Background: an optimization exercise with open tools, aiming at small area, a short achievable clock period and few clock cycles. Do not read the settings as production practice. Only the layout flow was run in this run; the RTL was not checked for function there. Power is estimated from default activity; no workload was simulated.

===== flow/config.mk =====
export PLATFORM = sky130hd
export DESIGN_NAME = stupid_NN_layer1
export DESIGN_NICKNAME = stupid_NN_layer1
export VERILOG_FILES = /design/flow/design.v
export SDC_FILE = /design/flow/constraint.sdc
export NUM_CORES = 4
export LEC_CHECK = 0
export ABC_CLOCK_PERIOD_IN_PS = 2000
export CAP_MARGIN = 20
export CORE_MARGIN = 2
export CORE_UTILIZATION = 40
export CTS_BUF_LIST = sky130_fd_sc_hd__clkbuf_4 sky130_fd_sc_hd__clkbuf_8
export CTS_CLUSTER_DIAMETER = 100
export CTS_CLUSTER_SIZE = 30
export SETUP_SLACK_MARGIN = 3.0
export SLEW_MARGIN = 20

===== flow/constraint.sdc =====
create_clock -name core_clock -period 5.0 [get_ports {clk}]
set_input_delay 1.0000 -clock core_clock [delete_from_list [all_inputs] [get_ports {clk}]]
set_output_delay 1.0000 -clock core_clock [all_outputs]
set_load 0.01 [all_outputs]

===== flow/design.v =====
module stupid_NN_layer1(
input clk,
input reset_n,
input waitrequest,
input ready,
input readdatavalid,
input [15:0] readdata,
output chipselect,
output [1:0] byteenable,
output reg done,
output reg read_n,
output reg write_n,
output reg [15:0] writedata,
output [31:0] address
);
localparam [16:0] WB  = 17'h0E249;      
localparam [7:0]  PBH = 8'h52;          
localparam [7:0]  PLH = 8'h83;          
localparam [9:0]  NB  = 10'h151;        
localparam [9:0]  NE  = 10'h151 + 10'd199;
assign chipselect = 1'b1;
assign byteenable = 2'b11;
reg st_boot, st_idle, st_p, st_w, st_wr, st_done;
reg rq, wq, dr;
reg        kc;         
reg [16:0] wa;         
reg [7:0]  ph;         
reg [9:0]  na;         
reg [1:0]  ret;        
reg [2:0]  out;        
reg [3:0]  msk;        
reg [4:0]  p0, p1;     
reg        pv, tv;     
reg [5:0]  term;
reg [13:0] acc0, acc1;  
reg [23:1] ad;         
wire acc_r = rq & ~waitrequest;
wire acc_w = wq & ~waitrequest;
wire rdv   = readdatavalid;
wire timer_end = wa[16] & wa[15] & wa[10] & wa[9] & wa[7] & wa[5];  
wire start = st_idle & ready;
wire node_end = (ph == PLH) & (wa[1:0] == 2'd0);
wire last_node = (na == NE);
wire wlast = st_w & acc_r & kc;
wire n_p = start | (st_p & ~acc_r) | (wlast & ~node_end) | (st_wr & acc_w & kc & ~last_node);
wire n_w = (st_w & ~wlast) | (st_p & acc_r);
wire n_wr = (st_wr & ~(acc_w & kc)) | (wlast & node_end);
wire n_done = (st_done & ready) | (st_wr & acc_w & kc & last_node);
wire n_idle = (st_idle & ~ready) | (st_done & ~ready) | (st_boot & timer_end);
always @(posedge clk) begin
  if (!reset_n) begin
    st_boot <= 1'b1; st_idle <= 1'b0; st_p <= 1'b0; st_w <= 1'b0;
    st_wr <= 1'b0; st_done <= 1'b0; rq <= 1'b0; wq <= 1'b0; dr <= 1'b0;
  end else begin
    st_boot <= st_boot & ~timer_end;
    st_idle <= n_idle;
    st_p <= n_p; st_w <= n_w; st_wr <= n_wr; st_done <= n_done;
    rq <= (n_p | n_w) & ~(out[2] & out[1]);
    dr <= st_wr & (out == 3'd0);
    wq <= n_wr & dr;
  end
end
wire [16:0] wa_inc = wa + 17'd1;
wire [16:0] wa_nx  = wa + 17'd196;      
wire [7:0]  ph_inc = ph + 8'd1;
wire [9:0]  na_inc = na + 10'd1;
wire [2:0]  out_inc = out + 3'd1;
wire [2:0]  out_dec = out - 3'd1;
always @(posedge clk) begin
  if (!reset_n) wa <= 17'd0;
  else if (st_idle) wa <= WB;
  else if (st_boot | wlast) wa <= wa_inc;
  else if (st_wr & acc_w & ~kc) wa <= wa_nx;
  if (st_idle | (wlast & node_end)) ph <= PBH;
  else if (wlast & (wa[1:0] == 2'd3)) ph <= ph_inc;
  if (st_idle) na <= NB;
  else if (acc_w) na <= na_inc;
  if (st_idle) kc <= 1'b0;
  else if ((st_w & acc_r) | acc_w) kc <= ~kc;
  if (st_idle) ret <= 2'd0;
  else if (rdv) ret <= {ret == 2'd1, ret == 2'd0};
  if (st_boot | st_idle) out <= 3'd0;
  else if (acc_r & ~rdv) out <= out_inc;
  else if (rdv & ~acc_r) out <= out_dec;
end
always @(posedge clk) begin
  if (start | (st_wr & acc_w & kc))       ad <= {13'h0050, PBH, 2'b01};
  else if (st_p & acc_r)                  ad <= {6'h3C, wa};
  else if (st_w & acc_r & ~kc)            ad <= {6'h3C, wa_nx};
  else if (wlast & node_end)              ad <= {13'h0026, na};
  else if (wlast)                         ad <= {13'h0050, (wa[1:0] == 2'd3) ? ph_inc : ph, wa_inc[1:0]};
  else if (st_wr & acc_w)                 ad <= {13'h0026, na_inc};
end
always @(posedge clk) if (rdv && ret == 2'd0)
  msk <= {|readdata[15:12], |readdata[11:8], |readdata[7:4], |readdata[3:0]};
wire wv = rdv & (ret != 2'd0);
wire [15:0] ml = readdata & {{4{msk[3]}}, {4{msk[2]}}, {4{msk[1]}}, {4{msk[0]}}};
always @(posedge clk) begin
  pv <= wv;
  tv <= pv;
  p0 <= {ml[3], ml[3:0]} + {ml[7], ml[7:4]};
  p1 <= {ml[11], ml[11:8]} + {ml[15], ml[15:12]};
  term <= {p0[4], p0} + {p1[4], p1};
end
always @(posedge clk) if (tv | acc_w | st_boot) begin
  acc0 <= acc1;
  acc1 <= tv ? acc0 + {{8{term[5]}}, term} : 14'd0;
end
always @(*) begin
  done = st_done;
  read_n = ~rq;
  write_n = ~wq;
  writedata = {{2{acc0[13]}}, acc0};
end
assign address = {8'd0, ad, 1'b0};
endmodule

===== flow/run.sh =====
#!/bin/bash
# synth_recipe.tcl (not shown) runs the flow's synth.tcl, then flattens the netlist and writes it again
# the make line also repeats each setting of config.mk as NAME=value (left out here)
make -C /OpenROAD-flow-scripts/flow DESIGN_CONFIG=/design/flow/config.mk WORK_HOME=/design/flow/orfs CLKGATE_MAP_FILE= SYNTH_SCRIPT=/design/flow/synth_recipe.tcl finish

==> summary.md <==
| Metric | Value |
|---|---|
| Worst setup skew after layout | `0.01179 ns` |
| Min Hold Slack | `0.3283 ns` |
| Grt total ovfl | `0` |
| First-pass GRT wire length | `30950 um` |
| Category of the critical setup timing path | `reg -> reg` |
| Initial antenna violation count | `0` |
| Initial Util | `40.68%` |
| Count of distinct cell types in the synthesized netlist | `87` |
| Detailed-placement wirelength estimate | `13210 um` |
| Final worst path period need | `2.293 ns` |
| H-Tree Level Count | `4` |
| Most common cell after layout, fill and taps aside | `sky130_fd_sc_hd__nand2_1` |
| Biggest cell delay along the critical path | `0.43 ns` |
| Post-layout util | `52.94%` |
| Number of global-route vias before repair | `6080` |
| Category of the worst setup path launch point | `flop` |
| Outcome | `finished clean` |
| Data arrival time of the critical path | `2.52 ns` |
| Count of buffers inserted at the top-level ports | `60` |
| Number of antenna-violating nets in the routed design | `0` |
| Synthesized-area fraction occupied by ao, oa, aoi and oai cells | `18.23%` |
| Routed wire length per instance | `17.54 um` |
| RSZ-0062 raised after global routing | `true` |
| Final-layout setup total negative slack | `0 ns` |
| Worst hold-check path type | `reg -> reg` |
| Weighted congestion at the end of routability-driven global placement | `0.9525` |
| Final clock period utilization by the worst path | `45.87%` |
| Pleak | `3.661 nW` |
| Number of synthesized flops with an enable pin | `32` |
| Syn Inst Count | `771` |
| Number of hold-repair buffers added at the cts stage | `0` |
| Kind of end point of the critical path | `flop` |
| Placed insts | `1013` |
| Number of nets at the end of the flow | `932` |
| Boundary Pins | `75` |
| Global Route Usage Sum | `21.35%` |
| Count of maximum capacitance violations | `0` |
| Clk Latency, worst-skew pair | `0.47 ns` |
| Pwr dens | `375.3 nW/um2` |
| Sequential share of the synthesized area | `38.40%` |
| Dominant combinational cell family by area after synthesis | `simple AND/OR/NAND/NOR gates` |
| Combined area of all synthesized cells | `6987 um2` |
| Number of iterations in the first detailed-routing pass | `5` |
| Max clock buf depth | `2` |
| CP max stage cell | `sky130_fd_sc_hd__edfxtp_1` |
| Async SR Flop Fraction | `0%` |
| Clock transition at the registers of the reported paths | `0.08 ns` |
| Count of routing violations after the opening detailed-route iteration | `563` |
| Vias per Instance | `5.622` |
| Area of the core | `17180 um2` |
| Maximum vdd drop | `0.2403 mV` |
| Worst Max-Slew Pin Slew | `0.7611 ns` |
| Clock tree from TritonCTS | `built` |
| Fraction of synthesized cell area in xor and xnor cells | `6.017%` |
| Adder-cell share of the synthesized area | `7.342%` |
| Detailed-route via count | `6246` |
| Final Max Tran Viols | `0` |
| Layout cell share with drive strength beyond 1 | `32.84%` |
| Area overhead of the layout relative to synthesis | `30.16%` |
| Count of warnings emitted by yosys | `1` |
| Tightest slew margin relative to the limit | `48.87%` |
| Highest clock frequency the design can meet | `436.0 MHz` |
| Number of sinks driven by the clock tree | `118` |
| Required time reported for the critical path endpoint | `5.22 ns` |
| Pin count of the biggest net entering global routing | `30` |
| Clock Tree Root | `sky130_fd_sc_hd__clkbuf_8` |
| Routed wire length | `19490 um` |
| Crit-path cells | `buf_6 -> fa_2 -> a211oi_4 -> o21bai_1 -> a2111oi_2 -> o21ai_1 -> nor3b_1` |
| Number of failing setup endpoints in the final timing report | `0` |
| Seq cells post-synth | `118` |
| Worst-path maximum fanout | `2` |
| Most frequently used flop master after synthesis | `sky130_fd_sc_hd__dfxtp_1` |
| Number of diodes | `0` |
| Die area | `18540 um2` |
| Simple-gate area share of the yosys netlist | `21.96%` |
| FF-to-FF setup slack | `2.71 ns` |
| Count of non-filler cells in the finished layout | `1111` |
| Mean cell area of the mapped netlist | `9.062 um2` |
| Die height | `136.2 um` |
| Cell row count | `48` |
| DRC errors left | `0` |
| Floorplan die width | `136.2 um` |
| Num CTS Buffers | `17` |
| Final hold violations | `0` |
| Mux share of post-synthesis cell area | `1.218%` |
| Total power of the final layout | `3.413 mW` |
| Most used cells in the layout excluding fill and tap cells | `sky130_fd_sc_hd__nand2_1, sky130_fd_sc_hd__nor2_1, sky130_fd_sc_hd__buf_4` |
[state kept, by name, indices dropped and copies added (netlist names), 2 cells and up, named ones only]
| name | cells |
|---|---|
| na | 10 |
| p1 | 5 |
| msk | 4 |
| p0 | 5 |
| ret | 2 |
| ad | 18 |
| acc0 | 14 |
| term | 6 |
| acc1 | 14 |
| wa | 16 |
| ph | 8 |
| out | 3 |
[through the flow]
stage	setup WS [ns]	instance area [um2]
finish	2.707	9094
global route	2.633	9094
CTS	2.738	8735
detailed placement	1.551	7804
global placement	1.623	7804
floorplan	2.608	7305
[cell families after synthesis]
kind of cell | count (synthesis)
muxes | 8
buffers and inverters | 92
xor gates and xnor gates | 48
DFF | 118
and+or+nand+nor | 279
AOI/OAI and AO/OA | 186
other | 2
adders and majority gates | 38
[per-layer routing]
layer | wire (um) | share of wire, % | vias to the layer above | track usage [%]
met5 | 0 | 0 | - | 0
met4 | 407 | 2.1 | 0 | 8.160
met3 | 1208 | 6.2 | 41 | 4.064
met2 | 9351 | 48 | 220 | 34.79
li1 | - | - | 2967 | -
met1 | 8518 | 44 | 3018 | 28.01
[critical path, delay by kind of cell (launching register included)]
| family | cells | cell delay (ns) |
|---|---|---|
| flops | 1 | 0.43 |
| fa+ha+maj | 1 | 0.41 |
| buf+inv | 1 | 0.15 |
| simple gates | 1 | 0.14 |
| compound gates | 4 | 0.91 |
[Yosys cell counts (10+ instances only)]
cell type,n,area (um2)
sky130_fd_sc_hd__o21ai_0,37,185.2
sky130_fd_sc_hd__a211oi_1,10,75.07
sky130_fd_sc_hd__xnor2_1,32,280.3
sky130_fd_sc_hd__a21oi_1,43,215.2
sky130_fd_sc_hd__nor3_1,23,115.1
sky130_fd_sc_hd__buf_2,15,75.07
sky130_fd_sc_hd__nand4_1,13,81.33
sky130_fd_sc_hd__inv_1,34,127.6
sky130_fd_sc_hd__nand2_1,65,244.0
sky130_fd_sc_hd__xor2_1,16,140.1
sky130_fd_sc_hd__clkbuf_1,14,52.55
sky130_fd_sc_hd__edfxtp_1,32,960.9
sky130_fd_sc_hd__buf_4,22,165.2
sky130_fd_sc_hd__and2_1,19,118.9
sky130_fd_sc_hd__dfxtp_1,86,1722
sky130_fd_sc_hd__nor2_1,63,236.5
sky130_fd_sc_hd__nand3_1,27,135.1
sky130_fd_sc_hd__ha_1,33,412.9
sky130_fd_sc_hd__a21o_1,10,75.07
[power by group]
group	total (mW)	switching (mW)	internal [mW]
Sequential	1.29	0.121	1.17
Clock	1.01	0.421	0.589
Combinational	1.12	0.538	0.578
Total	3.41	1.08	2.33
[worst paths after layout]
check / end / cells past startpoint / startpoint
max: acc1[8] / 7 / acc0[1]
min: tv / 0 / pv
max reg2reg: acc1[8] / 7 / acc0[1]
min reg2reg: tv / 0 / pv
[timing repair]
action                                  in CTS  in global routing
cloned                                       1                  2
endpoints found under the setup margin     143                 92
gates resized for setup                    264                 47
buffers inserted                            45                 18
pin swaps                                   22                 23
[final cells by class]
type                    count  area [um2]
clock buffers              21       282.8
fillers                  1569        8083
inverters                  36       146.4
clock inverters            11       171.4
repair buffers            126        1013
flip-flops and latches    118        2730
multi-input cells         574        4468
well taps                 225       281.5

re-timing with driven ports:
Ports are ideal in the flow. The routed layout listed here was re-timed in OpenROAD.
Step 1, drivers: a clkbuf_16 drives clk and a buf_2 each remaining input, both assumed.
Step 2 times the ports against the registers' clock, not the clock port: input delays grow and output delays shrink by t, the midpoint of the rising clock arrivals with the driver on.
a / b / c = no drivers / after step 1 / after step 2; a / b = the first two.
t, ns: 0.503
setup slack, ns: 2.707 / 2.689 / 2.456
worst data-port slew with drivers (ns): 0.13
After both steps this run still meets setup and hold. For this run, drivers alone change the setup slack by -0.018 ns; drivers and shift together by -0.251 ns.
